This design comes from an exercise in tuning for small area on the open sky130 flow, not from production work.
Only simulation tests tie the RTL to the original design; equivalence was not proved.
Power figures rest on the tool's default switching activity, not on a simulated workload.

== before ==
// SYS_CTRL
module SYS_CTRL(
input wire clk,
input wire rst_n,
input wire [7:0] rx_data,
input wire rx_valid,
input wire tx_busy,
output wire [7:0] tx_data,
output wire tx_valid,
output wire [7:0] uart_config,
output wire [7:0] div_ratio
);
For scale: roughly 590 cells after synthesis, roughly 170 flip-flops.
export LEC_CHECK = 0
export ABC_AREA = 1
export CAP_MARGIN = 20
export CORE_MARGIN = 2
export CORE_UTILIZATION = 40
export SLEW_MARGIN = 20
create_clock -name core_clock -period 40.0 [get_ports {clk}]
standard.sh (not shown) runs the stock make flow with config.mk's settings and CLKGATE_MAP_FILE= SYNTH_SCRIPT=/design/flow/synth_recipe.tcl, a recipe that flattens the netlist after the stock synthesis.
==> flow/flow/run.sh <==
#!/bin/bash
# Layout flow: the standard flow (standard.sh) with these changes:
#  - synthesis maps with an area-oriented ABC script (flow/abc_area.script:
#    no buffering or upsizing inside ABC) and buffers pass-through wires
#    with buf_1 instead of buf_4; registers are mapped exactly as in the
#    standard synthesis;
#  - port buffers are buf_1;
#  - the clock tree is built from clkbuf_8 without dummy loads.
# Each tool's output goes to its own log file in this folder.
set -euo pipefail
W=$(pwd)
rm -rf "$W/scripts_area"
cp -r "$FLOW_HOME/scripts" "$W/scripts_area"
cp "$W/flow/abc_area.script" "$W/scripts_area/abc_area.script"
bash standard.sh SCRIPTS_DIR="$W/scripts_area" ABC_AREA=1 \
  "MIN_BUF_CELL_AND_PORTS=sky130_fd_sc_hd__buf_1 A X" synth > "$W/synth.log" 2>&1
bash standard.sh "BUFFER_PORTS_ARGS=-buffer_cell sky130_fd_sc_hd__buf_1" \
  "CTS_ARGS=-repair_clock_nets -buf_list sky130_fd_sc_hd__clkbuf_16 -dont_use_dummy_load" \
  finish > "$W/layout.log" 2>&1
==> flow/flow/abc_area.script <==
strash
&get -n
&st
&dch
&nf -R 1000 -p -F 8 -A 4
&put
topo
For after, these inputs were changed with respect to before:
--- a/flow/flow/run.sh
+++ b/flow/flow/run.sh
@@ -16,4 +16,4 @@
   "MIN_BUF_CELL_AND_PORTS=sky130_fd_sc_hd__buf_1 A X" synth > "$W/synth.log" 2>&1
 bash standard.sh "BUFFER_PORTS_ARGS=-buffer_cell sky130_fd_sc_hd__buf_1" \
-  "CTS_ARGS=-repair_clock_nets -buf_list sky130_fd_sc_hd__clkbuf_16 -dont_use_dummy_load" \
+  "CTS_ARGS=-sink_clustering_enable -repair_clock_nets -buf_list sky130_fd_sc_hd__clkbuf_8 -dont_use_dummy_load" \
   finish > "$W/layout.log" 2>&1
### Flow results
Compared with before, in after met3 wire length up 170 µm; leakage power of the design lower; final critical path time including I/O delays and setup fell 7.3 ps; slew at the pin with the worst max-slew slack stayed essentially flat.
after: sequential share of cell area higher than before
The count of non-CTS buffers in the layout on before is in line with that on after.
Total design power: higher on before
The higher wire length on met2 of after and before is in before.

---

Another version of the RTL of SYS_CTRL (not shown whole).
Size: roughly 620 cells after synthesis.
==> flow/config.mk <==
export PLATFORM = sky130hd
export DESIGN_NAME = SYS_CTRL
export DESIGN_NICKNAME = SYS_CTRL
export VERILOG_FILES = /design/flow/design.v
export SDC_FILE = /design/flow/constraint.sdc
export NUM_CORES = 4
export LEC_CHECK = 0
export ABC_AREA = 1
export CAP_MARGIN = 20
export CORE_MARGIN = 2
export CORE_UTILIZATION = 40
export CTS_BUF_LIST = sky130_fd_sc_hd__clkbuf_8
export SLEW_MARGIN = 20
==> flow/constraint.sdc <==
create_clock -name core_clock -period 40.0 [get_ports {clk}]
set_input_delay 8.0000 -clock core_clock [delete_from_list [all_inputs] [get_ports {clk}]]
set_output_delay 8.0000 -clock core_clock [all_outputs]
set_load 0.01 [all_outputs]
==> flow/flow/run.sh <==
#!/bin/bash
# Layout flow: the standard flow, with an area-oriented ABC mapping script
# for synthesis (no buffering or upsizing in ABC), buf_1 port buffers and a
# clock tree built from clkbuf_8.
set -euo pipefail
W=$(pwd)
rm -rf "$W/scripts_area"
cp -r "$FLOW_HOME/scripts" "$W/scripts_area"
cp "$W/flow/abc_area.script" "$W/scripts_area/abc_area.script"
bash standard.sh SCRIPTS_DIR="$W/scripts_area" ABC_AREA=1 synth > "$W/synth.log" 2>&1
bash standard.sh "BUFFER_PORTS_ARGS=-buffer_cell sky130_fd_sc_hd__buf_1" finish > "$W/layout.log" 2>&1
Scripts as last shown in full above: flow/flow/abc_area.script
The starting point ran to the end with no violations.
==> next run, changes <==
==> flow/run.sh (new file) <==
#!/bin/bash
# synth_recipe.tcl (not shown) runs the flow's synth.tcl, then flattens the netlist and writes it again
# the make line also repeats each setting of config.mk as NAME=value (left out here)
make -C /OpenROAD-flow-scripts/flow DESIGN_CONFIG=/design/flow/config.mk WORK_HOME=/design/flow/orfs CLKGATE_MAP_FILE= SYNTH_SCRIPT=/design/flow/synth_recipe.tcl finish
removed: flow/flow/run.sh
removed: flow/flow/abc_area.script
removed: flow/standard.sh
Register-to-register slack improved by 2.1 ns.
Final area goes up by 7.9%.
Setup slack got worse by 0.075 ns.
Hold slack hardly moves.
Global-route usage goes down by 0.83 points.
Via count goes up by 13%.
Wire length goes up by 4.9%.
Combinational power goes up by 19%.
Clock power goes down by about 3%.
==> next run, changes <==
==> flow/flow/run.sh (new file) <==
#!/bin/bash
# Layout flow: the standard flow (standard.sh) with these changes:
#  - synthesis maps with an area-oriented ABC script (flow/abc_area.script:
#    no buffering or upsizing inside ABC) and buffers pass-through wires
#    with buf_1 instead of buf_4; registers are mapped exactly as in the
#    standard synthesis;
#  - port buffers are buf_1;
#  - the clock tree is built from clkbuf_8 without dummy loads.
# Each tool's output goes to its own log file in this folder.
set -euo pipefail
W=$(pwd)
rm -rf "$W/scripts_area"
cp -r "$FLOW_HOME/scripts" "$W/scripts_area"
cp "$W/flow/abc_area.script" "$W/scripts_area/abc_area.script"
bash standard.sh SCRIPTS_DIR="$W/scripts_area" ABC_AREA=1 \
  "MIN_BUF_CELL_AND_PORTS=sky130_fd_sc_hd__buf_1 A X" synth > "$W/synth.log" 2>&1
bash standard.sh "BUFFER_PORTS_ARGS=-buffer_cell sky130_fd_sc_hd__buf_1" \
  "CTS_ARGS=-sink_clustering_enable -repair_clock_nets -buf_list sky130_fd_sc_hd__clkbuf_8 -dont_use_dummy_load" \
  finish > "$W/layout.log" 2>&1
==> flow/flow/abc_area.script (new file) <==
strash
&get -n
&st
&dch
&nf -R 1000 -p -F 8 -A 4
&put
topo
==> flow/standard.sh (new file) <==
#!/bin/bash
# synth_recipe.tcl (not shown) runs the flow's synth.tcl, then flattens the netlist and writes it again
# the make line also repeats each setting of config.mk as NAME=value (left out here)
make -C /OpenROAD-flow-scripts/flow DESIGN_CONFIG=/design/flow/config.mk WORK_HOME=/design/flow/orfs CLKGATE_MAP_FILE= SYNTH_SCRIPT=/design/flow/synth_recipe.tcl "${@:-finish}"
removed: flow/run.sh
Result:
- critical path depth rises by 8
- final cell count falls by about a fifth
- wire length falls by a little under a tenth
- clock skew rises by 0.021 ns
- non-clock buffer count rises by 8

## re-timing with driven ports
How much do the figures lean on ideal ports? The routed layouts below were timed once more, with nothing changed but the port constraints.
Step 1 (the two cells are an assumption about what drives the block):
set clk [get_ports {clk}]
set_driving_cell -lib_cell sky130_fd_sc_hd__clkbuf_16 $clk
set_driving_cell -lib_cell sky130_fd_sc_hd__buf_2 [delete_from_list [all_inputs] $clk]
Step 2, shift: input delay + t, output delay - t, t = (earliest + latest rising clock arrival at the registers) / 2. This alone moves slack from input paths to output paths.
Three values: ideal ports, drivers, drivers and shift; two values: the first two.
| run | t, ns | setup WS [ns] | worst data-port slew with drivers (ns) |
|---|---|---|---|
| before | 0.450 | 30.441 / 30.454 / 30.005 | 0.03 |
| after | 0.467 | 30.448 / 30.460 / 29.993 | 0.03 |
| the first run of note 2 | 0.483 | 30.195 / 30.196 / 29.713 | 0.05 |
| the second run of note 2 | 0.492 | 30.120 / 30.083 / 29.950 | 0.05 |
| the third run of note 2 | 0.474 | 30.230 / 30.239 / 29.766 | 0.04 |
After both steps every run listed still meets setup and hold. The setup slack of the first run of note 2, which loses most, moves by +0.001 ns with the drivers and by -0.482 ns with both steps.
